From an optimization exercise on the open Yosys and OpenROAD flow, aimed at small area; shortcuts taken in it are not production practice.
Only simulation tests tie the RTL to the original design; equivalence was not proved.
Power is estimated from default activity; no workload was simulated.

## flow/config.mk

```make
export PLATFORM = sky130hd
export DESIGN_NAME = processor
export DESIGN_NICKNAME = processor
export VERILOG_FILES = /design/flow/design.v
export SDC_FILE = /design/flow/constraint.sdc
export NUM_CORES = 4
export LEC_CHECK = 0
export CAP_MARGIN = 20
export CORE_MARGIN = 2
export CORE_UTILIZATION = 40
export SLEW_MARGIN = 20
```

## flow/constraint.sdc

```tcl
create_clock -name core_clock -period 12.0 [get_ports {clk_i}]
set_input_delay 2.4000 -clock core_clock [delete_from_list [all_inputs] [get_ports {clk_i}]]
set_output_delay 2.4000 -clock core_clock [all_outputs]
set_load 0.01 [all_outputs]
```

## flow/run.sh

```bash
#!/bin/bash
# synth_recipe.tcl (not shown) runs the flow's synth.tcl, then flattens the netlist and writes it again
# the make line also repeats each setting of config.mk as NAME=value (left out here)
make -C /OpenROAD-flow-scripts/flow DESIGN_CONFIG=/design/flow/config.mk WORK_HOME=/design/flow/orfs CLKGATE_MAP_FILE= SYNTH_SCRIPT=/design/flow/synth_recipe.tcl finish
```

## flow/design.v

```verilog
module processor
(
	input wire clk_i,
	input wire rst_i,
	input wire stall_i,
	output wire [31:0] addr_o,
	input wire [31:0] data_i,
	output wire [31:0] data_o,
	output wire [3:0] data_w_o,
	output wire [2:0] data_mode_o,
	input wire [7:0] extio_in,
	output wire [7:0] extio_out
);
	wire stall_cpu; wire mwait_cpu; wire irq_cpu; wire irq_ack_cpu; wire exception_cpu; wire data_b_cpu; wire data_h_cpu; wire data_access_cpu;
	wire [31:0] irq_vector_cpu; wire [31:0] inst_addr_cpu; wire [31:0] inst_in_cpu; wire [31:0] data_addr_cpu; wire [31:0] data_in_cpu; wire [31:0] data_out_cpu;
	wire [3:0] data_w_cpu;
	assign data_mode_o = {data_b_cpu,data_h_cpu,data_access_cpu};
	datapath core
	(
		.clock(clk_i),
		.reset(rst_i),
		.stall(stall_cpu),
		.mwait(mwait_cpu),
		.irq_vector(irq_vector_cpu),
		.irq(irq_cpu),
		.irq_ack(irq_ack_cpu),
		.exception(exception_cpu),
		.inst_addr(inst_addr_cpu),
		.inst_in(inst_in_cpu),
		.data_addr(data_addr_cpu),
		.data_in(data_in_cpu),
		.data_out(data_out_cpu),
		.data_w(data_w_cpu),
		.data_b(data_b_cpu),
		.data_h(data_h_cpu),
		.data_access(data_access_cpu)
	);
	interrupt_controller int_control
	(
		.clock(clk_i),
		.reset(rst_i),
		.stall(stall_i),
		.stall_cpu(stall_cpu),
		.mwait_cpu(mwait_cpu),
		.irq_vector_cpu(irq_vector_cpu),
		.irq_cpu(irq_cpu),
		.irq_ack_cpu(irq_ack_cpu),
		.exception_cpu(exception_cpu),
		.inst_addr_cpu(inst_addr_cpu),
		.inst_in_cpu(inst_in_cpu),
		.data_addr_cpu(data_addr_cpu),
		.data_in_cpu(data_in_cpu),
		.data_out_cpu(data_out_cpu),
		.data_w_cpu(data_w_cpu),
		.data_access_cpu(data_access_cpu),
		.addr_mem(addr_o),
		.data_read_mem(data_i),
		.data_write_mem(data_o),
		.data_we_mem(data_w_o),
		.extio_in(extio_in),
		.extio_out(extio_out)
	);
endmodule
module datapath
(
	input wire clock,
	input wire reset,
	input wire stall,
	input wire mwait,
	input wire [31:0] irq_vector,
	input wire irq,
	output wire irq_ack,
	output wire exception,
	output wire [31:0] inst_addr,
	input wire [31:0] inst_in,
	output wire [31:0] data_addr,
	input wire [31:0] data_in,
	output reg [31:0] data_out,
	output reg [3:0] data_w,
	output wire data_b,
	output wire data_h,
	output wire data_access
);
	wire [31:0] inst_in_s; reg [31:0] data_in_s; reg [31:0] pc; reg [31:0] pc_last;
	reg [31:0] pc_last2; wire [31:0] pc_plus4; wire [31:0] pc_next;
	wire [31:0] result; wire [31:0] branch; wire [31:0] ext32b;
	wire [31:0] ext32h; wire [31:0] alu_src1; wire [31:0] alu_src2;
	wire [31:12] ext32;
	wire [6:0] opcode; wire [6:0] funct7;
	wire [2:0] funct3;
	wire [3:0] read_reg1; wire [3:0] read_reg2; wire [3:0] write_reg;
	wire [4:0] rs1; wire [4:0] rs2; wire [4:0] rd;
	wire [31:0] write_data; wire [31:0] read_data1; wire [31:0] read_data2;
	wire [31:0] imm_i; wire [31:0] imm_s; wire [31:0] imm_sb;
	wire [31:0] imm_uj; wire [31:0] branch_src1; wire [31:0] branch_src2;
	wire [31:12] imm_u;
	wire wreg; wire zero; wire less_than; wire branch_taken; wire jump_taken; reg stall_reg;
	wire irq_ack_s; reg irq_ack_s_dly; reg bds; wire data_access_s; reg data_access_s_dly;
	wire reg_write_ctl; wire alu_src1_ctl; wire sig_read_ctl; wire reg_to_mem; wire mem_to_reg; wire except;
	wire [1:0] jump_ctl; wire [1:0] mem_write_ctl; wire [1:0] mem_read_ctl;
	wire [2:0] alu_src2_ctl; wire [2:0] branch_ctl;
	wire [3:0] alu_op_ctl;
	reg [4:0] rs1_r; reg [4:0] rs2_r; reg [4:0] rd_r;
	reg [31:0] imm_i_r; reg [31:0] imm_s_r; reg [31:0] imm_sb_r; reg [31:0] imm_uj_r;
	reg [31:12] imm_u_r;
	reg reg_write_ctl_r; reg alu_src1_ctl_r; reg sig_read_ctl_r; reg reg_to_mem_r; reg mem_to_reg_r;
	reg [1:0] jump_ctl_r; reg [1:0] mem_write_ctl_r; reg [1:0] mem_read_ctl_r;
	reg [2:0] alu_src2_ctl_r; reg [2:0] branch_ctl_r;
	reg [3:0] alu_op_ctl_r;
	always @(posedge clock or posedge reset) begin
		if (reset == 1'b1) begin
			pc <= {32{1'b0}};
			pc_last <= {32{1'b0}};
			pc_last2 <= {32{1'b0}};
		end else begin
			if (stall == 1'b0) begin
				pc <= pc_next;
				pc_last <= pc;
				pc_last2 <= pc_last;
			end
		end
	end
	assign pc_plus4 = pc + 4;
	assign pc_next = (irq == 1'b1 && irq_ack_s == 1'b1) || except == 1'b1 ? 
	irq_vector : branch_taken == 1'b1 || jump_taken == 1'b1 ? 
	branch : data_access_s == 1'b1 ?
	pc_last : pc_plus4;
	assign irq_ack_s = irq == 1'b1 && bds == 1'b0 && branch_taken == 1'b0 && jump_taken == 1'b0 && reg_to_mem_r == 1'b0 && mem_to_reg_r == 1'b0 ? 1'b1 : 1'b0;
	assign irq_ack = irq_ack_s_dly;
	assign exception = except == 1'b1 ? 1'b1 : 1'b0;
	always @(posedge clock or posedge reset) begin
		if (reset == 1'b1) begin
			irq_ack_s_dly <= 1'b0;
			bds <= 1'b0;
			data_access_s_dly <= 1'b0;
			stall_reg <= 1'b0;
		end else begin
			stall_reg <= stall;
			if (stall == 1'b0) begin
				data_access_s_dly <= data_access_s;
				if (mwait == 1'b0) begin
					irq_ack_s_dly <= irq_ack_s;
					if (branch_taken == 1'b1 || jump_taken == 1'b1) begin
						bds <= 1'b1;
					end
					else begin
						bds <= 1'b0;
					end
				end
			end
		end
	end
	assign inst_in_s = data_access_s == 1'b1 || except == 1'b1 || branch_taken == 1'b1 || 
		jump_taken == 1'b1 || bds == 1'b1 || irq_ack_s == 1'b1 ? 32'h00000000 : 
		{inst_in[7:0],inst_in[15:8],inst_in[23:16],inst_in[31:24]};
	assign opcode = inst_in_s[6:0];
	assign funct3 = inst_in_s[14:12];
	assign funct7 = inst_in_s[31:25];
	assign rd = inst_in_s[11:7];
	assign rs1 = inst_in_s[19:15];
	assign rs2 = inst_in_s[24:20];
	assign imm_i = {ext32[31:12],inst_in_s[31:20]};
	assign imm_s = {ext32[31:12],inst_in_s[31:25],inst_in_s[11:7]};
	assign imm_sb = {ext32[31:13],inst_in_s[31],inst_in_s[7],inst_in_s[30:25],inst_in_s[11:8],1'b0};
	assign imm_u = inst_in_s[31:12];
	assign imm_uj = {ext32[31:21],inst_in_s[31],inst_in_s[19:12],inst_in_s[20],inst_in_s[30:21],1'b0};
	assign ext32 = inst_in_s[31] == 1'b1 ? {20{1'b1}} : {20{1'b0}};
	control control_unit
	(
		.opcode(opcode),
		.funct3(funct3),
		.funct7(funct7),
		.reg_write(reg_write_ctl),
		.alu_src1(alu_src1_ctl),
		.alu_src2(alu_src2_ctl),
		.alu_op(alu_op_ctl),
		.jump(jump_ctl),
		.branch(branch_ctl),
		.mem_write(mem_write_ctl),
		.mem_read(mem_read_ctl),
		.sig_read(sig_read_ctl)
	);
	assign reg_to_mem = mem_write_ctl != 2'b00 ? 1'b1 : 1'b0;
	assign mem_to_reg = mem_read_ctl != 2'b00 ? 1'b1 : 1'b0;
	always @(posedge clock or posedge reset) begin
		if (reset == 1'b1) begin
			rd_r <= {5{1'b0}};
			rs1_r <= {5{1'b0}};
			rs2_r <= {5{1'b0}};
			imm_i_r <= {32{1'b0}};
			imm_s_r <= {32{1'b0}};
			imm_sb_r <= {32{1'b0}};
			imm_u_r <= {20{1'b0}};
			imm_uj_r <= {32{1'b0}};
			reg_write_ctl_r <= 1'b0;
			alu_src1_ctl_r <= 1'b0;
			alu_src2_ctl_r <= {3{1'b0}};
			alu_op_ctl_r <= {4{1'b0}};
			jump_ctl_r <= {2{1'b0}};
			branch_ctl_r <= {3{1'b0}};
			mem_write_ctl_r <= {2{1'b0}};
			mem_read_ctl_r <= {2{1'b0}};
			sig_read_ctl_r <= 1'b0;
			reg_to_mem_r <= 1'b0;
			mem_to_reg_r <= 1'b0;
		end else begin
			if (stall == 1'b0 && mwait == 1'b0) begin
				rd_r <= rd;
				rs1_r <= rs1;
				rs2_r <= rs2;
				imm_i_r <= imm_i;
				imm_s_r <= imm_s;
				imm_sb_r <= imm_sb;
				imm_u_r <= imm_u;
				imm_uj_r <= imm_uj;
				reg_write_ctl_r <= reg_write_ctl;
				alu_src1_ctl_r <= alu_src1_ctl;
				alu_src2_ctl_r <= alu_src2_ctl;
				alu_op_ctl_r <= alu_op_ctl;
				jump_ctl_r <= jump_ctl;
				branch_ctl_r <= branch_ctl;
				mem_write_ctl_r <= mem_write_ctl;
				mem_read_ctl_r <= mem_read_ctl;
				sig_read_ctl_r <= sig_read_ctl;
				reg_to_mem_r <= reg_to_mem;
				mem_to_reg_r <= mem_to_reg;
			end
		end
	end
	reg_bank register_bank
	(
		.clock(clock),
		.read_reg1(read_reg1),
		.read_reg2(read_reg2),
		.write_reg(write_reg),
		.wreg(wreg),
		.write_data(write_data),
		.read_data1(read_data1),
		.read_data2(read_data2)
	);
	assign read_reg1 = rs1_r[3:0];
	assign read_reg2 = rs2_r[3:0];
	assign write_reg = rd_r[3:0];
	assign wreg = (reg_write_ctl_r | mem_to_reg_r) &  ~mwait &  ~stall_reg;
	alu alu
	(
		.op1(alu_src1),
		.op2(alu_src2),
		.alu_op(alu_op_ctl_r),
		.result(result),
		.zero(zero),
		.less_than(less_than)
	);
	assign alu_src1 = alu_src1_ctl_r == 1'b0 ? read_data1 : pc_last2;
	assign alu_src2 = alu_src2_ctl_r == 3'b000 ? {imm_u_r,12'h000} : alu_src2_ctl_r == 3'b001 ? 
		imm_i_r : alu_src2_ctl_r == 3'b010 ? imm_s_r : alu_src2_ctl_r == 3'b011 ? 
		pc : alu_src2_ctl_r == 3'b100 ? {24'h000000,3'b000,rs2_r} : read_data2;
	assign branch_src1 = jump_ctl_r == 2'b11 ? read_data1 : pc_last2;
	assign branch_src2 = jump_ctl_r == 2'b10 ? imm_uj_r : jump_ctl_r == 2'b11 ? imm_i_r : imm_sb_r;
	assign branch = branch_src1 + branch_src2;
	assign branch_taken = (zero == 1'b1 && branch_ctl_r == 3'b001) || 
		(zero == 1'b0 && branch_ctl_r == 3'b010) || (less_than == 1'b1 && branch_ctl_r == 3'b011) || 
		(less_than == 1'b0 && branch_ctl_r == 3'b100) || (less_than == 1'b1 && branch_ctl_r == 3'b101) || 
		(less_than == 1'b0 && branch_ctl_r == 3'b110) ? 1'b1 : 1'b0;
	assign except = branch_ctl_r == 3'b111 ? 1'b1 : 1'b0;
	assign jump_taken = jump_ctl_r != 2'b00 ? 1'b1 : 1'b0;
	assign inst_addr = pc;
	assign data_addr = result;
	assign data_b = mem_read_ctl_r == 2'b01 || mem_write_ctl_r == 2'b01 ? 1'b1 : 1'b0;
	assign data_h = mem_read_ctl_r == 2'b10 || mem_write_ctl_r == 2'b10 ? 1'b1 : 1'b0;
	assign data_access_s = reg_to_mem_r == 1'b1 || mem_to_reg_r == 1'b1 ? 1'b1 : 1'b0;
	assign data_access = data_access_s == 1'b1 && data_access_s_dly == 1'b0 ? 1'b1 : 1'b0;
	always @(mem_write_ctl_r, result, read_data2) begin
		case (mem_write_ctl_r)
		2'b11 : begin
			data_out <= {read_data2[7:0],read_data2[15:8],read_data2[23:16],read_data2[31:24]};
			data_w <= 4'b1111;
		end
		2'b01 : begin
			data_out <= {read_data2[7:0],read_data2[7:0],read_data2[7:0],read_data2[7:0]};
			case (result[1:0])
			2'b11 : begin data_w <= 4'b0001; end
			2'b10 : begin data_w <= 4'b0010; end
			2'b01 : begin data_w <= 4'b0100; end
			default : begin data_w <= 4'b1000; end
			endcase
		end
		2'b10 : begin
			data_out <= {read_data2[7:0],read_data2[15:8],read_data2[7:0],read_data2[15:8]};
			case (result[1])
			1'b1 : begin data_w <= 4'b0011; end
			default : begin data_w <= 4'b1100; end
			endcase
			end
		default : begin
			data_out <= {read_data2[7:0],read_data2[15:8],read_data2[23:16],read_data2[31:24]};
			data_w <= 4'b0000;
		end
		endcase
	end
	always @(mem_read_ctl_r, result, data_in) begin
		case (mem_read_ctl_r)
		2'b01 : begin
			case (result[1:0])
			2'b11 : begin data_in_s <= {24'h000000,data_in[7:0]}; end
			2'b10 : begin data_in_s <= {24'h000000,data_in[15:8]}; end
			2'b01 : begin data_in_s <= {24'h000000,data_in[23:16]}; end
			default : begin data_in_s <= {24'h000000,data_in[31:24]}; end
			endcase
		end
		2'b10 : begin
			case (result[1])
			1'b1 : begin data_in_s <= {16'h0000,data_in[7:0],data_in[15:8]}; end
			default : begin data_in_s <= {16'h0000,data_in[23:16],data_in[31:24]}; end
			endcase
		end
		default : begin
			data_in_s <= {data_in[7:0],data_in[15:8],data_in[23:16],data_in[31:24]};
		end
		endcase
	end
	assign ext32b = (data_in_s[7] == 1'b0 || sig_read_ctl_r == 1'b0) ? 
		{24'h000000,data_in_s[7:0]} : {24'hffffff,data_in_s[7:0]};
	assign ext32h = (data_in_s[15] == 1'b0 || sig_read_ctl_r == 1'b0) ? 
		{16'h0000,data_in_s[15:0]} : {16'hffff,data_in_s[15:0]};
	assign write_data = mem_read_ctl_r == 2'b11 ? data_in_s : mem_read_ctl_r == 2'b01 ? 
		ext32b : mem_read_ctl_r == 2'b10 ? ext32h : jump_taken == 1'b1 ? 
		pc_last : result;
endmodule
module control
(
	input wire [6:0] opcode,
	input wire [2:0] funct3,
	input wire [6:0] funct7,
	output reg reg_write,
	output reg alu_src1,
	output reg [2:0] alu_src2,
	output reg [3:0] alu_op,
	output reg [1:0] jump,
	output reg [2:0] branch,
	output reg [1:0] mem_write,
	output reg [1:0] mem_read,
	output reg sig_read
);
	always @(opcode, funct3, funct7) begin
		case (opcode)			 
		7'b0110111 : begin		 
			reg_write <= 1'b1;
			alu_src1 <= 1'b0;
			alu_src2 <= 3'b000;
			alu_op <= 4'b0110;
			jump <= 2'b00;
			branch <= 3'b000;
			mem_write <= 2'b00;
			mem_read <= 2'b00;
			sig_read <= 1'b0;
		end
		7'b0010111 : begin		 
			reg_write <= 1'b1;
			alu_src1 <= 1'b1;
			alu_src2 <= 3'b000;
			alu_op <= 4'b0100;
			jump <= 2'b00;
			branch <= 3'b000;
			mem_write <= 2'b00;
			mem_read <= 2'b00;
			sig_read <= 1'b0;
		end
		7'b1101111 : begin		 
			reg_write <= 1'b1;
			alu_src1 <= 1'b0;
			alu_src2 <= 3'b011;
			alu_op <= 4'b0110;
			jump <= 2'b10;
			branch <= 3'b000;
			mem_write <= 2'b00;
			mem_read <= 2'b00;
			sig_read <= 1'b0;
		end
		7'b1100111 : begin		 
			reg_write <= 1'b1;
			alu_src1 <= 1'b0;
			alu_src2 <= 3'b011;
			alu_op <= 4'b0110;
			jump <= 2'b11;
			branch <= 3'b000;
			mem_write <= 2'b00;
			mem_read <= 2'b00;
			sig_read <= 1'b0;
		end
		7'b1100011 : begin		 
			case (funct3)
			3'b000 : begin		 
				reg_write <= 1'b0;
				alu_src1 <= 1'b0;
				alu_src2 <= 3'b101;
				alu_op <= 4'b0101;
				jump <= 2'b00;
				branch <= 3'b001;
				mem_write <= 2'b00;
				mem_read <= 2'b00;
				sig_read <= 1'b0;
			end
			3'b001 : begin		 
				reg_write <= 1'b0;
				alu_src1 <= 1'b0;
				alu_src2 <= 3'b101;
				alu_op <= 4'b0101;
				jump <= 2'b00;
				branch <= 3'b010;
				mem_write <= 2'b00;
				mem_read <= 2'b00;
				sig_read <= 1'b0;
			end
			3'b100 : begin		 
				reg_write <= 1'b0;
				alu_src1 <= 1'b0;
				alu_src2 <= 3'b101;
				alu_op <= 4'b0111;
				jump <= 2'b00;
				branch <= 3'b011;
				mem_write <= 2'b00;
				mem_read <= 2'b00;
				sig_read <= 1'b0;
			end
			3'b101 : begin		 
				reg_write <= 1'b0;
				alu_src1 <= 1'b0;
				alu_src2 <= 3'b101;
				alu_op <= 4'b0111;
				jump <= 2'b00;
				branch <= 3'b100;
				mem_write <= 2'b00;
				mem_read <= 2'b00;
				sig_read <= 1'b0;
			end
			3'b110 : begin		 
				reg_write <= 1'b0;
				alu_src1 <= 1'b0;
				alu_src2 <= 3'b101;
				alu_op <= 4'b1000;
				jump <= 2'b00;
				branch <= 3'b101;
				mem_write <= 2'b00;
				mem_read <= 2'b00;
				sig_read <= 1'b0;
			end
			3'b111 : begin		 
				reg_write <= 1'b0;
				alu_src1 <= 1'b0;
				alu_src2 <= 3'b101;
				alu_op <= 4'b1000;
				jump <= 2'b00;
				branch <= 3'b110;
				mem_write <= 2'b00;
				mem_read <= 2'b00;
				sig_read <= 1'b0;
			end
			default : begin
				reg_write <= 1'b0;
				alu_src1 <= 1'b0;
				alu_src2 <= 3'b000;
				alu_op <= 4'b0000;
				jump <= 2'b00;
				branch <= 3'b000;
				mem_write <= 2'b00;
				mem_read <= 2'b00;
				sig_read <= 1'b0;
			end
			endcase
		end
		7'b0000011 : begin		 
			case (funct3)
			3'b000 : begin		 
				reg_write <= 1'b1;
				alu_src1 <= 1'b0;
				alu_src2 <= 3'b001;
				alu_op <= 4'b0100;
				jump <= 2'b00;
				branch <= 3'b000;
				mem_write <= 2'b00;
				mem_read <= 2'b01;
				sig_read <= 1'b1;
			end
			3'b001 : begin		 
				reg_write <= 1'b1;
				alu_src1 <= 1'b0;
				alu_src2 <= 3'b001;
				alu_op <= 4'b0100;
				jump <= 2'b00;
				branch <= 3'b000;
				mem_write <= 2'b00;
				mem_read <= 2'b10;
				sig_read <= 1'b1;
			end
			3'b010 : begin		 
				reg_write <= 1'b1;
				alu_src1 <= 1'b0;
				alu_src2 <= 3'b001;
				alu_op <= 4'b0100;
				jump <= 2'b00;
				branch <= 3'b000;
				mem_write <= 2'b00;
				mem_read <= 2'b11;
				sig_read <= 1'b1;
			end
			3'b100 : begin		 
				reg_write <= 1'b1;
				alu_src1 <= 1'b0;
				alu_src2 <= 3'b001;
				alu_op <= 4'b0100;
				jump <= 2'b00;
				branch <= 3'b000;
				mem_write <= 2'b00;
				mem_read <= 2'b01;
				sig_read <= 1'b0;
			end
			3'b101 : begin		 
				reg_write <= 1'b1;
				alu_src1 <= 1'b0;
				alu_src2 <= 3'b001;
				alu_op <= 4'b0100;
				jump <= 2'b00;
				branch <= 3'b000;
				mem_write <= 2'b00;
				mem_read <= 2'b10;
				sig_read <= 1'b0;
			end
			default : begin
				reg_write <= 1'b0;
				alu_src1 <= 1'b0;
				alu_src2 <= 3'b000;
				alu_op <= 4'b0000;
				jump <= 2'b00;
				branch <= 3'b000;
				mem_write <= 2'b00;
				mem_read <= 2'b00;
				sig_read <= 1'b0;
			end
			endcase
		end
		7'b0100011 : begin		 
			case (funct3)
			3'b000 : begin		 
				reg_write <= 1'b0;
				alu_src1 <= 1'b0;
				alu_src2 <= 3'b010;
				alu_op <= 4'b0100;
				jump <= 2'b00;
				branch <= 3'b000;
				mem_write <= 2'b01;
				mem_read <= 2'b00;
				sig_read <= 1'b0;
			end
			3'b001 : begin		 
				reg_write <= 1'b0;
				alu_src1 <= 1'b0;
				alu_src2 <= 3'b010;
				alu_op <= 4'b0100;
				jump <= 2'b00;
				branch <= 3'b000;
				mem_write <= 2'b10;
				mem_read <= 2'b00;
				sig_read <= 1'b0;
			end
			3'b010 : begin		 
				reg_write <= 1'b0;
				alu_src1 <= 1'b0;
				alu_src2 <= 3'b010;
				alu_op <= 4'b0100;
				jump <= 2'b00;
				branch <= 3'b000;
				mem_write <= 2'b11;
				mem_read <= 2'b00;
				sig_read <= 1'b0;
			end
			default : begin
				reg_write <= 1'b0;
				alu_src1 <= 1'b0;
				alu_src2 <= 3'b000;
				alu_op <= 4'b0000;
				jump <= 2'b00;
				branch <= 3'b000;
				mem_write <= 2'b00;
				mem_read <= 2'b00;
				sig_read <= 1'b0;
			end
			endcase
		end
		7'b0010011 : begin		 
			case (funct3)
			3'b000 : begin		 
				reg_write <= 1'b1;
				alu_src1 <= 1'b0;
				alu_src2 <= 3'b001;
				alu_op <= 4'b0100;
				jump <= 2'b00;
				branch <= 3'b000;
				mem_write <= 2'b00;
				mem_read <= 2'b00;
				sig_read <= 1'b0;
			end
			3'b010 : begin		 
				reg_write <= 1'b1;
				alu_src1 <= 1'b0;
				alu_src2 <= 3'b001;
				alu_op <= 4'b0111;
				jump <= 2'b00;
				branch <= 3'b000;
				mem_write <= 2'b00;
				mem_read <= 2'b00;
				sig_read <= 1'b0;
			end
			3'b011 : begin		 
				reg_write <= 1'b1;
				alu_src1 <= 1'b0;
				alu_src2 <= 3'b001;
				alu_op <= 4'b1000;
				jump <= 2'b00;
				branch <= 3'b000;
				mem_write <= 2'b00;
				mem_read <= 2'b00;
				sig_read <= 1'b0;
			end
			3'b100 : begin		 
				reg_write <= 1'b1;
				alu_src1 <= 1'b0;
				alu_src2 <= 3'b001;
				alu_op <= 4'b0010;
				jump <= 2'b00;
				branch <= 3'b000;
				mem_write <= 2'b00;
				mem_read <= 2'b00;
				sig_read <= 1'b0;
			end
			3'b110 : begin		 
				reg_write <= 1'b1;
				alu_src1 <= 1'b0;
				alu_src2 <= 3'b001;
				alu_op <= 4'b0001;
				jump <= 2'b00;
				branch <= 3'b000;
				mem_write <= 2'b00;
				mem_read <= 2'b00;
				sig_read <= 1'b0;
			end
			3'b111 : begin		 
				reg_write <= 1'b1;
				alu_src1 <= 1'b0;
				alu_src2 <= 3'b001;
				alu_op <= 4'b0000;
				jump <= 2'b00;
				branch <= 3'b000;
				mem_write <= 2'b00;
				mem_read <= 2'b00;
				sig_read <= 1'b0;
			end
			3'b001 : begin		 
				reg_write <= 1'b1;
				alu_src1 <= 1'b0;
				alu_src2 <= 3'b100;
				alu_op <= 4'b1001;
				jump <= 2'b00;
				branch <= 3'b000;
				mem_write <= 2'b00;
				mem_read <= 2'b00;
				sig_read <= 1'b0;
			end
			3'b101 : begin
				case (funct7)
				7'b0000000 : begin	 
					reg_write <= 1'b1;
					alu_src1 <= 1'b0;
					alu_src2 <= 3'b100;
					alu_op <= 4'b1010;
					jump <= 2'b00;
					branch <= 3'b000;
					mem_write <= 2'b00;
					mem_read <= 2'b00;
					sig_read <= 1'b0;
				end
				7'b0100000 : begin	 
					reg_write <= 1'b1;
					alu_src1 <= 1'b0;
					alu_src2 <= 3'b100;
					alu_op <= 4'b1100;
					jump <= 2'b00;
					branch <= 3'b000;
					mem_write <= 2'b00;
					mem_read <= 2'b00;
					sig_read <= 1'b0;
				end
				default : begin
					reg_write <= 1'b0;
					alu_src1 <= 1'b0;
					alu_src2 <= 3'b000;
					alu_op <= 4'b0000;
					jump <= 2'b00;
					branch <= 3'b000;
					mem_write <= 2'b00;
					mem_read <= 2'b00;
					sig_read <= 1'b0;
				end
				endcase
			end
			default : begin
				reg_write <= 1'b0;
				alu_src1 <= 1'b0;
				alu_src2 <= 3'b000;
				alu_op <= 4'b0000;
				jump <= 2'b00;
				branch <= 3'b000;
				mem_write <= 2'b00;
				mem_read <= 2'b00;
				sig_read <= 1'b0;
			end
			endcase
		end
		7'b0110011 : begin		 
			case (funct3)
			3'b000 : begin
				case (funct7)
				7'b0000000 : begin
				reg_write <= 1'b1;
				alu_src1 <= 1'b0;
				alu_src2 <= 3'b101;
				alu_op <= 4'b0100;
				jump <= 2'b00;
				branch <= 3'b000;
				mem_write <= 2'b00;
				mem_read <= 2'b00;
				sig_read <= 1'b0;
				end
				7'b0100000 : begin
				reg_write <= 1'b1;
				alu_src1 <= 1'b0;
				alu_src2 <= 3'b101;
				alu_op <= 4'b0101;
				jump <= 2'b00;
				branch <= 3'b000;
				mem_write <= 2'b00;
				mem_read <= 2'b00;
				sig_read <= 1'b0;
				end
				default : begin
				reg_write <= 1'b0;
				alu_src1 <= 1'b0;
				alu_src2 <= 3'b000;
				alu_op <= 4'b0000;
				jump <= 2'b00;
				branch <= 3'b000;
				mem_write <= 2'b00;
				mem_read <= 2'b00;
				sig_read <= 1'b0;
				end
				endcase
			end
			3'b001 : begin			 
				reg_write <= 1'b1;
				alu_src1 <= 1'b0;
				alu_src2 <= 3'b101;
				alu_op <= 4'b1001;
				jump <= 2'b00;
				branch <= 3'b000;
				mem_write <= 2'b00;
				mem_read <= 2'b00;
				sig_read <= 1'b0;
			end
			3'b010 : begin			 
				reg_write <= 1'b1;
				alu_src1 <= 1'b0;
				alu_src2 <= 3'b101;
				alu_op <= 4'b0111;
				jump <= 2'b00;
				branch <= 3'b000;
				mem_write <= 2'b00;
				mem_read <= 2'b00;
				sig_read <= 1'b0;
			end
			3'b011 : begin			 
				reg_write <= 1'b1;
				alu_src1 <= 1'b0;
				alu_src2 <= 3'b101;
				alu_op <= 4'b1000;
				jump <= 2'b00;
				branch <= 3'b000;
				mem_write <= 2'b00;
				mem_read <= 2'b00;
				sig_read <= 1'b0;
			end
			3'b100 : begin			 
				reg_write <= 1'b1;
				alu_src1 <= 1'b0;
				alu_src2 <= 3'b101;
				alu_op <= 4'b0010;
				jump <= 2'b00;
				branch <= 3'b000;
				mem_write <= 2'b00;
				mem_read <= 2'b00;
				sig_read <= 1'b0;
			end
			3'b101 : begin
				case (funct7)		
				7'b0000000 : begin	 
					reg_write <= 1'b1;
					alu_src1 <= 1'b0;
					alu_src2 <= 3'b101;
					alu_op <= 4'b1010;
					jump <= 2'b00;
					branch <= 3'b000;
					mem_write <= 2'b00;
					mem_read <= 2'b00;
					sig_read <= 1'b0;
				end
				7'b0100000 : begin	 
					reg_write <= 1'b1;
					alu_src1 <= 1'b0;
					alu_src2 <= 3'b101;
					alu_op <= 4'b1100;
					jump <= 2'b00;
					branch <= 3'b000;
					mem_write <= 2'b00;
					mem_read <= 2'b00;
					sig_read <= 1'b0;
				end
				default : begin
					reg_write <= 1'b0;
					alu_src1 <= 1'b0;
					alu_src2 <= 3'b000;
					alu_op <= 4'b0000;
					jump <= 2'b00;
					branch <= 3'b000;
					mem_write <= 2'b00;
					mem_read <= 2'b00;
					sig_read <= 1'b0;
				end
				endcase
			end
			3'b110 : begin			 
				reg_write <= 1'b1;
				alu_src1 <= 1'b0;
				alu_src2 <= 3'b101;
				alu_op <= 4'b0001;
				jump <= 2'b00;
				branch <= 3'b000;
				mem_write <= 2'b00;
				mem_read <= 2'b00;
				sig_read <= 1'b0;
			end
			3'b111 : begin			 
				reg_write <= 1'b1;
				alu_src1 <= 1'b0;
				alu_src2 <= 3'b101;
				alu_op <= 4'b0000;
				jump <= 2'b00;
				branch <= 3'b000;
				mem_write <= 2'b00;
				mem_read <= 2'b00;
				sig_read <= 1'b0;
			end
			default : begin
				reg_write <= 1'b0;
				alu_src1 <= 1'b0;
				alu_src2 <= 3'b000;
				alu_op <= 4'b0000;
				jump <= 2'b00;
				branch <= 3'b000;
				mem_write <= 2'b00;
				mem_read <= 2'b00;
				sig_read <= 1'b0;
			end
			endcase
		end
		7'b1110011 : begin		 
			reg_write <= 1'b0;
			alu_src1 <= 1'b0;
			alu_src2 <= 3'b000;
			alu_op <= 4'b0000;
			jump <= 2'b00;
			branch <= 3'b111;
			mem_write <= 2'b00;
			mem_read <= 2'b00;
			sig_read <= 1'b0;
		end
		default : begin
			reg_write <= 1'b0;
			alu_src1 <= 1'b0;
			alu_src2 <= 3'b000;
			alu_op <= 4'b0000;
			jump <= 2'b00;
			branch <= 3'b000;
			mem_write <= 2'b00;
			mem_read <= 2'b00;
			sig_read <= 1'b0;
		end
		endcase
	end
endmodule
module reg_bank
(
	input wire clock,
	input wire [3:0] read_reg1,
	input wire [3:0] read_reg2,
	input wire [3:0] write_reg,
	input wire wreg,
	input wire [31:0] write_data,
	output wire [31:0] read_data1,
	output wire [31:0] read_data2
);
	reg [31:0] registers[0:15];
	always @(posedge clock) begin
		if (write_reg != 4'b0000 && wreg == 1'b1) begin
			registers[write_reg] <= write_data;
		end
	end
	assign read_data1 = read_reg1 != 4'b0000 ? registers[read_reg1] : {32{1'b0}};
	assign read_data2 = read_reg2 != 4'b0000 ? registers[read_reg2] : {32{1'b0}};
endmodule
module alu
(
	input wire [31:0] op1,
	input wire [31:0] op2,
	input wire [3:0] alu_op,
	output wire [31:0] result,
	output wire zero,
	output wire less_than
);
	reg [31:0] r; wire [31:0] shift;
	wire [4:0] shift_op2;
	wire [32:0] addsub;
	wire less; wire lshift; wire logical;
	always @(op1, op2, alu_op, addsub, less, shift_op2, shift) begin
		case (alu_op)
		4'b0000 : begin r <= op1 & op2; end
		4'b0001 : begin r <= op1 | op2; end
		4'b0010 : begin r <= op1 ^ op2; end
		4'b0100, 4'b0101 : begin r <= addsub[31:0]; end
		4'b0110 : begin r <= op2; end
		4'b0111,4'b1000 : begin r <= {28'h0000000,3'b000,less}; end
		default : begin r <= shift; end
		endcase
	end
	assign addsub = alu_op > 4'b0100 ? ({1'b0,op1}) - ({1'b0,op2}) : ({1'b0,op1}) + ({1'b0,op2});
	assign less = op1[31] == op2[31] || alu_op == 4'b1000 ? addsub[32] : op1[31];
	assign less_than = less;
	assign zero =  ~(r[31] | r[30] | r[29] | r[28] | r[27] | r[26] | 
		r[25] | r[24] | r[23] | r[22] | r[21] | r[20] | r[19] | 
		r[18] | r[17] | r[16] | r[15] | r[14] | r[13] | r[12] | 
		r[11] | r[10] | r[9] | r[8] | r[7] | r[6] | r[5] | r[4] | 
		r[3] | r[2] | r[1] | r[0]);
	assign shift_op2 = op2[4:0];
	assign lshift = alu_op[0] == 1'b1 ? 1'b1 : 1'b0;
	assign logical = alu_op[2] == 1'b0 ? 1'b1 : 1'b0;
	bshift barrel_shifter
	(
		.lshift(lshift),
		.logical(logical),
		.shift(shift_op2),
		.in(op1),
		.out(shift)
	);
	assign result = r;
endmodule
module bshift
(
	input wire lshift,
	input wire logical,
	input wire [4:0] shift,
	input wire [31:0] in,
	output wire [31:0] out
);
	wire [31:0] shift1l; wire [31:0] shift2l; wire [31:0] shift4l; wire [31:0] shift8l; wire [31:0] shift16l;
	wire [31:0] shift1r; wire [31:0] shift2r; wire [31:0] shift4r; wire [31:0] shift8r; wire [31:0] shift16r;
	wire [31:16] fill;
	assign fill = logical == 1'b0 ? {16{in[31]}} : 16'h0000;
	assign shift1l = shift[0] == 1'b1 ? {in[30:0],1'b0} : in;
	assign shift2l = shift[1] == 1'b1 ? {shift1l[29:0],2'b00} : shift1l;
	assign shift4l = shift[2] == 1'b1 ? {shift2l[27:0],4'h0} : shift2l;
	assign shift8l = shift[3] == 1'b1 ? {shift4l[23:0],8'h00} : shift4l;
	assign shift16l = shift[4] == 1'b1 ? {shift8l[15:0],16'h0000} : shift8l;
	assign shift1r = shift[0] == 1'b1 ? {fill[31],in[31:1]} : in;
	assign shift2r = shift[1] == 1'b1 ? {fill[31:30],shift1r[31:2]} : shift1r;
	assign shift4r = shift[2] == 1'b1 ? {fill[31:28],shift2r[31:4]} : shift2r;
	assign shift8r = shift[3] == 1'b1 ? {fill[31:24],shift4r[31:8]} : shift4r;
	assign shift16r = shift[4] == 1'b1 ? {fill[31:16],shift8r[31:16]} : shift8r;
	assign out = lshift == 1'b0 ? shift16r : shift16l;
endmodule
module interrupt_controller
(
	input wire clock,
	input wire reset,
	input wire stall,
	output wire stall_cpu,
	output wire mwait_cpu,
	output wire [31:0] irq_vector_cpu,
	output wire irq_cpu,
	input wire irq_ack_cpu,
	input wire exception_cpu,
	input wire [31:0] inst_addr_cpu,
	output wire [31:0] inst_in_cpu,
	input wire [31:0] data_addr_cpu,
	output wire [31:0] data_in_cpu,
	input wire [31:0] data_out_cpu,
	input wire [3:0] data_w_cpu,
	input wire data_access_cpu,
	output wire [31:0] addr_mem,
	input wire [31:0] data_read_mem,
	output wire [31:0] data_write_mem,
	output wire [3:0] data_we_mem,
	input wire [7:0] extio_in,
	output wire [7:0] extio_out
);
	wire [7:0] irq_cause; reg [7:0] irq_mask_reg; reg [7:0] irq_status_reg; reg [7:0] extio_out_reg;
	reg [31:0] periph_data; reg [31:0] irq_vector_reg; reg [31:0] irq_epc_reg; reg [31:0] inst_reg;
	wire interrupt; reg irq; reg data_access_cpu_dly;
	parameter [2:0] irq_idle = 0, irq_int = 1, irq_req = 2, irq_ackn = 3, irq_done = 4;
	reg [2:0] pulse_state;
	reg [2:0] pulse_next_state;
	wire periph_access; reg periph_access_dly; wire periph_access_we;
	wire [3:0] data_we_mem_s;
	always @(posedge clock or posedge reset) begin
		if (reset == 1'b1) begin
			periph_data <= {32{1'b0}};
		end else begin
			if (periph_access == 1'b1) begin
			case (data_addr_cpu[7:4])
			4'b0000 : begin periph_data <= irq_vector_reg; end			 
			4'b0001 : begin periph_data <= {irq_cause[7:0],24'h000000}; end		 
			4'b0010 : begin periph_data <= {irq_mask_reg[7:0],24'h000000}; end	 
			4'b0011 : begin periph_data <= {irq_status_reg,24'h000000}; end		 
			4'b0100 : begin 							 
				periph_data <= {irq_epc_reg[7:0],irq_epc_reg[15:8],irq_epc_reg[23:16],irq_epc_reg[31:24]};
			end
			4'b1000 : begin periph_data <= {extio_in,24'h000000}; end		 
			4'b1001 : begin periph_data <= {extio_out_reg,24'h000000}; end		 
			default : begin periph_data <= data_read_mem; end
			endcase
			end
		end
	end
	assign inst_in_cpu = data_access_cpu == 1'b0 ? data_read_mem : inst_reg;
	assign data_in_cpu = periph_access_dly == 1'b0 ? data_read_mem : periph_data;
	always @(posedge clock or posedge reset) begin
		if (reset == 1'b1) begin
			irq_vector_reg <= {32{1'b0}};
			irq_mask_reg <= {8{1'b0}};
			irq_status_reg <= {8{1'b0}};
			extio_out_reg <= {8{1'b0}};
		end else begin
			if (periph_access == 1'b1 && periph_access_we == 1'b1) begin
				case (data_addr_cpu[7:4])
				4'b0000 : begin				 
					irq_vector_reg <= {data_out_cpu[7:0],data_out_cpu[15:8],data_out_cpu[23:16],data_out_cpu[31:24]};
				end
				4'b0010 : begin				 
					irq_mask_reg <= data_out_cpu[31:24];
				end
				4'b0011 : begin				 
					irq_status_reg <= data_out_cpu[31:24];
				end
				4'b1001 : begin				 
					extio_out_reg <= data_out_cpu[31:24];
				end
				default : begin
				end
				endcase
			end
			if (irq_ack_cpu == 1'b1 || exception_cpu == 1'b1) begin
				irq_status_reg[0] <= 1'b0;		 
			end
		end
	end
	always @(posedge clock or posedge reset) begin
		if (reset == 1'b1) begin
			irq_epc_reg <= 32'h00000000;
		end else begin
			if (((irq == 1'b1 && irq_ack_cpu == 1'b0) || exception_cpu == 1'b1)) begin
				irq_epc_reg <= inst_addr_cpu;
			end
		end
	end
	always @(posedge clock or posedge reset) begin
		if (reset == 1'b1) begin
			pulse_state <= irq_idle;
			pulse_next_state <= irq_idle;
			irq <= 1'b0;
		end else begin
			if (stall == 1'b0) begin
				pulse_state <= pulse_next_state;
				case (pulse_state)
				irq_idle : begin
					if (interrupt == 1'b1 && irq_status_reg[0] == 1'b1) begin
						pulse_next_state <= irq_int;
					end
				end
				irq_int : begin
					irq <= 1'b1;
					pulse_next_state <= irq_req;
				end
				irq_req : begin
					if (irq_ack_cpu == 1'b1) begin
						irq <= 1'b0;
						pulse_next_state <= irq_ackn;
					end
				end
				irq_ackn : begin
					pulse_next_state <= irq_done;
				end
				irq_done : begin
					if (irq_status_reg[0] == 1'b1) begin
						pulse_next_state <= irq_idle;
					end
				end
				default : begin
					pulse_next_state <= irq_idle;
				end
				endcase
			end
		end
	end
	always @(posedge clock or posedge reset) begin
		if (reset == 1'b1) begin
			periph_access_dly <= 1'b0;
			data_access_cpu_dly <= 1'b0;
			inst_reg <= {32{1'b0}};
		end else begin
			if (stall == 1'b0) begin
				periph_access_dly <= periph_access;
				data_access_cpu_dly <= data_access_cpu;
				if ((data_access_cpu == 1'b0)) begin
					inst_reg <= data_read_mem;
				end
			end
		end
	end
	assign periph_access = data_addr_cpu[31:27] == 5'b11110 && data_access_cpu == 1'b1 ? 1'b1 : 1'b0;
	assign periph_access_we = periph_access <= 1'b1 && data_w_cpu != 4'b0000 ? 1'b1 : 1'b0;
	assign addr_mem = data_access_cpu == 1'b1 ? data_addr_cpu : inst_addr_cpu;
	assign data_write_mem = data_out_cpu;
	assign data_we_mem_s = data_access_cpu == 1'b1 && periph_access == 1'b0 ? data_w_cpu : 4'b0000;
	assign data_we_mem = data_we_mem_s;
	assign mwait_cpu = data_access_cpu == 1'b1 && data_access_cpu_dly == 1'b0 ? 1'b1 : 1'b0;
	assign stall_cpu = stall;
	assign interrupt = (irq_cause & irq_mask_reg) == 16'h0000 ? 1'b0 : 1'b1;
	assign irq_cause = extio_in;
	assign irq_cpu = irq;
	assign irq_vector_cpu = irq_vector_reg;
	assign extio_out = extio_out_reg;
endmodule
```

==> flow_summary_export.csv <==
group,metric,value,unit
logic_synthesis,synth_area_leader_cell,"sky130_fd_sc_hd__edfxtp_1",
routing,avgRoutedWirePerCell,36.9,um
outcome,outcome,"no timing/DRC/antenna violations",
routing,detail_route.first_pass.iterations,7,
global_routing,grt_antenna_before_repair,29,
logic_synthesis,biggest_area_contributors_in_the_synthesized_netlist,"sky130_fd_sc_hd__edfxtp_1 (29%), sky130_fd_sc_hd__dfrtp_1 (14%), sky130_fd_sc_hd__mux4_2 (12%)",
global_routing,global_route_overflow,0,
critical_path,reg2reg_to,"core.pc[28]",
timing,timing.max_slew.rel_slack,11.0,%
power,irDropWorstVdd,147,uV
job,max_cap_viol_count,0,
critical_path,timing.critical_path.slowest_cell_delay,0.67,ns
finish,largest_reg_flops,512,
cts,clockBufferDepth,3,
timing,grt_setup_unrepaired,"no",
cts,clk_transition_reported_paths,0.06,ns
power,leakage,22.8,nW
min_path,type_of_the_tightest_min_delay_check,"flop to flop",
timing,final.period_utilization,97.3,%
critical_path,reg2reg_slack,1.64,ns
critical_path,reg2reg_depth,36,
critical_path,crit_family,"compound AO/OA/AOI/OAI gates",
timing,slew_viol_final,0,
critical_path,worst_path_max_fanout,15,
timing,setup-tns-final,0,ns
logic_synthesis,synth_async_sr_flop_share,36.3,%
finish,final_layout_size_suffix_gt1_share,20.5,%
timing,timing_hold_violations_final,0,
timing,tightest_slew,1.34,ns
finish,multi_input_area,28300,sq um
cts,clock_tree_from_tritoncts,"yes",
global_routing,via_count_of_the_first_global_routing_pass,43000,
logic_synthesis,syn_avg_cell_area,11.2,sq um
place,dpl_worst_slack,0.612,ns
cts,number_of_cts_inserted_buffers,87,
routing,initialDrtViolationCount,7318,
min_path,worst_hold_path.endpoint,"int_control.irq_status_reg[0]",
finish,syn2layout_area_growth,13.4,%
logic_synthesis,synth-edff-count,512,
cts,clock_tree.htree_level_count,3,
routing,drc,0,
routing,viasPerCell,6.89,
min_path,worst_hold_startpoint,"core.irq_ack_s_dly",
logic_synthesis,netlist_instances,4717,
timing,max_clock_freq,0.0856,GHz
logic_synthesis,syn-cell-area,52700,sq um
critical_path,cp-start-kind,"flop",
die,io-pin-count,122,
logic_synthesis,synth_warnings,5,
logic_synthesis,proportion_of_synthesized_chip_area_in_sequential_cells,43.0,%
critical_path,worst_setup_end_kind,"output pin",
timing,post-route-worst-setup-slack,0.320,ns
die,die_y,367,um
place,gp_congestion,1.07,
logic_synthesis,post-synth-top-count-cell,"sky130_fd_sc_hd__edfxtp_1",
cts,clk_latency,0.72,ns
logic_synthesis,yosysUniqueCellTypes,112,
critical_path,r2r-start,"core.imm_u_r[20]",
finish,finalInstanceArea,59800,sq um
min_path,min_delay_path_depth,1,
cts,numClockSinks,804,
power,power-per-cell-area,199,nW/um^2
critical_path,cp_slowest_cell,"sky130_fd_sc_hd__or4_1",
logic_synthesis,ys_ff_latch,804,
place,post-place-cells,6455,
die,initial_standard_cell_utilization_of_the_core,40.2,%
global_routing,grt_pass1_wl,339,mm
critical_path,critical_path.n_buffers_inverters,6,
routing,detail-route-antenna-nets,0,
routing,detailed_route_wl,245,mm
timing,worst_skew,0.0874,ns
place,io_buffer_count,121,
timing,period_needed,11.68,ns
finish,sequential_cell_area,22700,sq um
place,detailed_place.area,56600,sq um
die,dieWidth,367,um
finish,fraction_of_the_core_area_covered_by_cells_at_the_end_of_the_flow,45.6,%
cts,cts.hold.buffers_added,0,
finish,design.final.nets,4975,
logic_synthesis,dominantRegCellSynth,"sky130_fd_sc_hd__edfxtp_1",
critical_path,critPathRequiredTime,9.60,ns
critical_path,worstSetupPathType,"flop to output pin",
die,num_rows,133,
timing,setup_violations,0,
logic_synthesis,yosysTopAreaCellShare,29.2,%
finish,top_register,"core.register_bank.registers",
critical_path,critPathArrivalTime,9.28,ns
finish,fillerInstances,12100,
finish,layoutNonFillerInstCount,6636,
global_routing,grt.total_usage,35.5,%
cts,cts_root_buf,"sky130_fd_sc_hd__clkbuf_16",
die,design.core.area,131000,sq um
die,floorplan.die_area,135000,sq um
global_routing,grt_max_degree,100,
routing,routed-via-count,45700,
place,hpwl,174,mm
logic_synthesis,netlist_top_cells_count,"sky130_fd_sc_hd__edfxtp_1 (512), sky130_fd_sc_hd__nand2_1 (360), sky130_fd_sc_hd__nor2_1 (298)",
[cells in the final DEF (no fill, tap or decap), drive strengths merged, types with 40 or more instances in the layout]
| cell | count |
|---|---|
| buf | 231 |
| inv | 129 |
| a21o | 49 |
| a31oi | 72 |
| xnor2 | 74 |
| nor2 | 298 |
| clkdlybuf4s50 | 120 |
| ha | 136 |
| mux4 | 272 |
| nor3 | 128 |
| a221oi | 40 |
| clkbuf | 127 |
| edfxtp | 512 |
| dfrtp | 292 |
| mux2i | 212 |
| nand2 | 362 |
| a22oi | 67 |
| a21oi | 295 |
| a211oi | 58 |
| a22o | 72 |
| o22ai | 40 |
| mux2 | 204 |
| nand3 | 50 |
| o21ai | 295 |
| o211ai | 46 |
| nor4 | 57 |
[worst max-delay path by stage]
stage / from / endpoint / slack, ns / cells after the start
2_1_floorplan: rst_i / core.alu_op_ctl_r[0] / 1.54 / 1
3_3_place_gp: core.imm_u_r[20] / data_w_o[2] / 0.63 / 29
3_5_place_dp: core.imm_u_r[20] / data_w_o[1] / 0.61 / 29
4_1_cts: core.imm_u_r[21] / data_w_o[1] / 0.009 / 29
5_1_grt: core.imm_u_r[20] / data_w_o[3] / 0.003 / 31
6_report: core.imm_u_r[20] / data_w_o[3] / 0.32 / 30
[stage by stage]
| stage | power, mW | hold WS, ns |
|---|---|---|
| floorplan | 6.42 | 0.449 |
| global placement | 8.74 | 0.467 |
| detailed placement | 8.75 | 0.472 |
| CTS | 11.6 | 0.490 |
| global route | 12.1 | 0.516 |
| finish | 11.9 | 0.500 |
[kinds of logic (layout without fill, tap and decap cells)]
family	after synthesis	in the layout	synth area share, %
AOI/OAI and AO/OA	1352	1352	17.5
xor gates and xnor gates	110	110	1.83
adders and majority gates	140	140	3.34
buffers and inverters	526	647	4.35
DFF	804	804	43.0
muxes	688	688	20.0
other	1	44	0.00711
and+or+nand+nor	1096	1096	9.94
[final cells by class]
| type | instances | share of cell area (%) |
|---|---|---|
| Antenna cell | 12 | 0.0502 |
| Timing Repair Buffer | 353 | 5.16 |
| Inverter | 130 | 0.829 |
| Clock inverter | 39 | 0.946 |
| Sequential cell | 804 | 38.0 |
| Multi-Input combinational cell | 3418 | 47.3 |
| Clock buffer | 125 | 4.10 |
| Tap cell | 1755 | 3.67 |
[routing by layer]
metal  global-route usage (%)  vias up  wire [um]
met5                    0.677        -        325
met4                     22.0       30      19000
met3                     12.5      876      31300
met2                     51.3     3252     103000
met1                     45.2    23000      91300
li1                         -    18600          -
[report_power, final]
group          internal [mW]  total, mW  switching (mW)  leakage (nW)
clock network           1.65       2.86            1.21          1.47
registers               3.22       3.56           0.344          8.55
logic                   1.92       5.46            3.54          12.7
[repair_timing]
action / 4_1_cts / 5_1_grt
setup buffers: 0 / 2
setup endpoints to repair: 4 / 6
cloned: 0 / 1
resized for setup: 1 / 6

[what the ideal ports hide]
The results above use ideal ports. As a check the final layout listed here was re-extracted and re-timed, cells and wires unchanged.
Step 1 assumes that a clkbuf_16 drives the clock port and a buf_2 every other input.
Step 2 moves the port delays by t, midway between the first and last clock arrival at a register: inputs arrive t later, outputs are due t later. That takes back most of the time a late clock gives input paths.
Slacks: no drivers / after step 1 / after step 2; pairs: no drivers / after step 1.
t, ns: 0.750
setup WS [ns]: 0.320 / 0.244 / 0.993
hold WS [ns]: 0.500 / 0.500 / 0.500
worst setup path at the end: register to output
slew at the worst register clock pin (ns): 0.07 / 0.07
After both steps setup and hold are still met in this run. The setup slack of this run moves by -0.076 ns with the drivers and by +0.673 ns with both steps.
